This design comes from an exercise in tuning for small area, a short achievable clock period and few clock cycles per item on the open sky130 flow, not from production work.
Where RTL was checked, it was by simulation tests only, not by an equivalence proof against the original.

==> v6 <==
// average
module average #(
    parameter int NOF_BITS = 32
) (
    input  logic                clk,
    input  logic                rst_n,
    input  logic                start,
    input  logic                data_first,
    input  logic                data_last,
    input  logic [NOF_BITS-1:0] data_in,
    output logic [NOF_BITS:0]   data_out,
    output logic                busy,
    output logic                TO,
    output logic                done
);
==> module average, before the edit <==
module average #(
    parameter int NOF_BITS = 32
) (
    input  logic                clk,
    input  logic                rst_n,
    input  logic                start,
    input  logic                data_first,
    input  logic                data_last,
    input  logic [NOF_BITS-1:0] data_in,
    output logic [NOF_BITS:0]   data_out,
    output logic                busy,
    output logic                TO,
    output logic                done
);
    localparam int W = NOF_BITS;
    localparam int TIMEOUT_LIMIT = 10;
    logic       acc;       
    logic       v;         
    logic       div;       
    logic       sub;       
    logic       lead;      
    logic [4:0] cnt;       
    logic [W:0]   x;       
    logic [W-1:0] b;       
    logic [W-1:0] y;       
    wire waiting  = busy & ~acc & ~v & ~div;
    wire take     = acc | (waiting & data_first);
    wire to_now   = waiting & ~data_first & (cnt == 5'(TIMEOUT_LIMIT - 1));
    wire fin      = v & ~acc;                  
    wire sum_on   = v & acc;                   
    wire div_last = div & (&cnt);
    wire skip     = lead & ~|x[1:0] & ~|y[W-1:W-3] & ~&cnt[4:2];
    wire [W:0] sum = x + {sub, b} + (W+1)'(sub);
    wire       q   = ~sum[W];                  
    always_ff @(posedge clk) begin
        if (skip)
            x <= {{W{1'b0}}, y[W-4]};
        else if (div)
            x <= {sum[W-1:0], y[W-1]};
        else if (fin)
            x <= {{(W-1){1'b0}}, sum[W:W-1]};
        else if (sum_on)
            x <= sum;
        else
            x <= '0;
        if (skip)
            y <= {y[W-5:0], 4'b0};
        else if (div)
            y <= {y[W-2:0], q};
        else if (fin)
            y <= {sum[W-2:0], 1'b0};
        else
            y <= acc ? y + 1'b1 : W'(1);
        if (fin)
            b <= ~y;
        else if (div)
            b <= b ^ {W{~skip & (q ^ sub)}};
        else
            b <= data_in;
    end
    always_ff @(posedge clk or negedge rst_n) begin
        if (!rst_n) begin
            busy     <= 1'b0;
            acc      <= 1'b0;
            v        <= 1'b0;
            div      <= 1'b0;
            sub      <= 1'b0;
            lead     <= 1'b0;
            cnt      <= '0;
            TO       <= 1'b0;
            done     <= 1'b0;
            data_out <= '0;
        end else begin
            TO   <= to_now;
            done <= div_last;
            v    <= take;
            if (!busy) begin
                busy <= start;
                cnt  <= '0;
            end else begin
                if (to_now | div_last) busy <= 1'b0;
                cnt <= fin ? '0 : cnt + (skip ? 5'd4 : 5'd1);
                if (take) acc <= ~data_last;
                div <= fin | (div & ~div_last);
            end
            if (fin)
                sub <= 1'b1;
            else if (div_last)
                sub <= 1'b0;
            else if (div & ~skip)
                sub <= q;
            lead <= fin | skip;
            if (div_last) data_out <= {1'b0, y[W-2:0], q};
        end
    end
endmodule
export LEC_CHECK = 0
export CAP_MARGIN = 20
export CORE_MARGIN = 2
export CORE_UTILIZATION = 40
export CTS_BUF_LIST = sky130_fd_sc_hd__clkbuf_8
export SETUP_SLACK_MARGIN = 3.0
export SLEW_MARGIN = 20
create_clock -name core_clock -period 6.0 [get_ports {clk}]
standard.sh (not shown) runs the stock make flow with config.mk's settings and CLKGATE_MAP_FILE= SYNTH_SCRIPT=/design/flow/synth_recipe.tcl, a recipe that flattens the netlist after the stock synthesis.
==> flow/flow/run.sh <==
#!/bin/bash
# The standard layout, except that the port buffers are the smallest
# plain buffer (buf_1) rather than the delay buffer buffer_ports picks by
# default; the resizer still upsizes any of them that timing needs.
set -euo pipefail
export BUFFER_PORTS_ARGS="-buffer_cell sky130_fd_sc_hd__buf_1"
bash standard.sh > standard_flow.log 2>&1
==> inputs of v32, as changes to v6 <==
--- a/flow/design.v
+++ b/flow/design.v
@@ -18,8 +18,6 @@
     logic       acc;       
     logic       v;         
     logic       div;       
-    logic       sub;       
-    logic       lead;      
     logic [4:0] cnt;       
     logic [W:0]   x;       
     logic [W-1:0] b;       
@@ -30,33 +28,33 @@
     wire fin      = v & ~acc;                  
     wire sum_on   = v & acc;                   
     wire div_last = div & (&cnt);
-    wire skip     = lead & ~|x[1:0] & ~|y[W-1:W-3] & ~&cnt[4:2];
-    wire [W:0] sum = x + {sub, b} + (W+1)'(sub);
-    wire       q   = ~sum[W];                  
+    wire [4:0] x8 = {x[1:0], y[W-1:W-3]};
+    wire [4:0] n5 = ~b[4:0];
+    wire skip     = div & ~|x[W:2] & ~&cnt[4:2] & (~&b[W-1:5] | (x8 < n5));
+    wire [W+1:0] sum = {1'b0, x} + {1'b0, div, b} + (W+2)'(div);
+    wire         ge  = sum[W+1];               
     always_ff @(posedge clk) begin
         if (skip)
-            x <= {{W{1'b0}}, y[W-4]};
+            x <= {{(W-5){1'b0}}, x[1:0], y[W-1:W-4]};
         else if (div)
-            x <= {sum[W-1:0], y[W-1]};
+            x <= {ge ? sum[W-1:0] : x[W-1:0], y[W-1]};
         else if (fin)
             x <= {{(W-1){1'b0}}, sum[W:W-1]};
         else if (sum_on)
-            x <= sum;
+            x <= sum[W:0];
         else
             x <= '0;
         if (skip)
             y <= {y[W-5:0], 4'b0};
         else if (div)
-            y <= {y[W-2:0], q};
+            y <= {y[W-2:0], ge};
         else if (fin)
             y <= {sum[W-2:0], 1'b0};
         else
             y <= acc ? y + 1'b1 : W'(1);
         if (fin)
             b <= ~y;
-        else if (div)
-            b <= b ^ {W{~skip & (q ^ sub)}};
-        else
+        else if (!div)
             b <= data_in;
     end
     always_ff @(posedge clk or negedge rst_n) begin
@@ -65,8 +63,6 @@
             acc      <= 1'b0;
             v        <= 1'b0;
             div      <= 1'b0;
-            sub      <= 1'b0;
-            lead     <= 1'b0;
             cnt      <= '0;
             TO       <= 1'b0;
             done     <= 1'b0;
@@ -84,14 +80,7 @@
                 if (take) acc <= ~data_last;
                 div <= fin | (div & ~div_last);
             end
-            if (fin)
-                sub <= 1'b1;
-            else if (div_last)
-                sub <= 1'b0;
-            else if (div & ~skip)
-                sub <= q;
-            lead <= fin | skip;
-            if (div_last) data_out <= {1'b0, y[W-2:0], q};
+            if (div_last) data_out <= {1'b0, y[W-2:0], ge};
         end
     end
 endmodule
Settings changed: SETUP_SLACK_MARGIN 3.0 to 2.8.
==> comparison <==
v6 passed the timing, DRC and antenna checks. v32 completed without violations.
Between v6 and v32, the lower clock skew is in v32 (gap 0.0044 ns).
Area after synthesis: v32 is higher than v6 (about 4%).
Against v32, the sequential share of layout area of v6 is lower by 2.7 points.
Against v6, the flip-flop and latch count of v32 is lower by 2.
Against v32, the die area of v6 is smaller by about 3.6%.
==> figures <==
Status: v6 no timing/DRC/antenna violations; v32 no timing/DRC/antenna violations
Multi-input combinational area share: v6 0.537; v32 0.519
Sequential cell area fraction in the yosys report: v6 0.369; v32 0.387
Inst Count DP: v6 1261; v32 1312
Post-layout net count: v6 1106; v32 1144
Post-synthesis register bit count: v6 142; v32 140
Minimum hold slack: v6 0.507 ns; v32 0.473 ns
Dpl cell area: v6 8670 sq um; v32 8980 sq um
NonClk Buf Share: v6 0.0622; v32 0.0490
Via density per instance: v6 5.92; v32 5.80
Routed wire length on met2: v6 11.8 mm; v32 12.0 mm
Clock-pin slew of the registers on the worst-case setup and hold paths: v6 0.09 ns; v32 0.08 ns
Share of the synthesized area in compound gates (AO/OA/AOI/OAI): v6 0.247; v32 0.197
Testbench counts of v32, summed over its fixed seeds: cycles 66,598, items 1,600.
Function not checked in v6: the RTL went through the layout flow alone.

## afterwards: timing with drivers on the ports
No port has a modelled driver above. Below, the same layouts with a new extraction and two added sets of constraints.
Step 1, drivers: a clkbuf_16 drives clk and a buf_2 each remaining input, both assumed.
Step 2, shift: input delay + t, output delay - t, t = (earliest + latest rising clock arrival at the registers) / 2. This alone moves slack from input paths to output paths.
a / b / c = no drivers / after step 1 / after step 2; a / b = the first two.
| run | t, ns | setup WS [ns] | latest minus earliest clock arrival (ns) | slew at the worst register clock pin (ns) | worst slew at a driven data input, ns |
|---|---|---|---|---|---|
| v6 | 0.503 | 2.940 / 2.940 / 2.940 | 0.015 / 0.016 | 0.10 / 0.10 | 0.05 |
| v32 | 0.495 | 2.841 / 2.841 / 2.841 | 0.011 / 0.011 | 0.09 / 0.09 | 0.04 |
After both steps setup and hold are still met in every run listed.
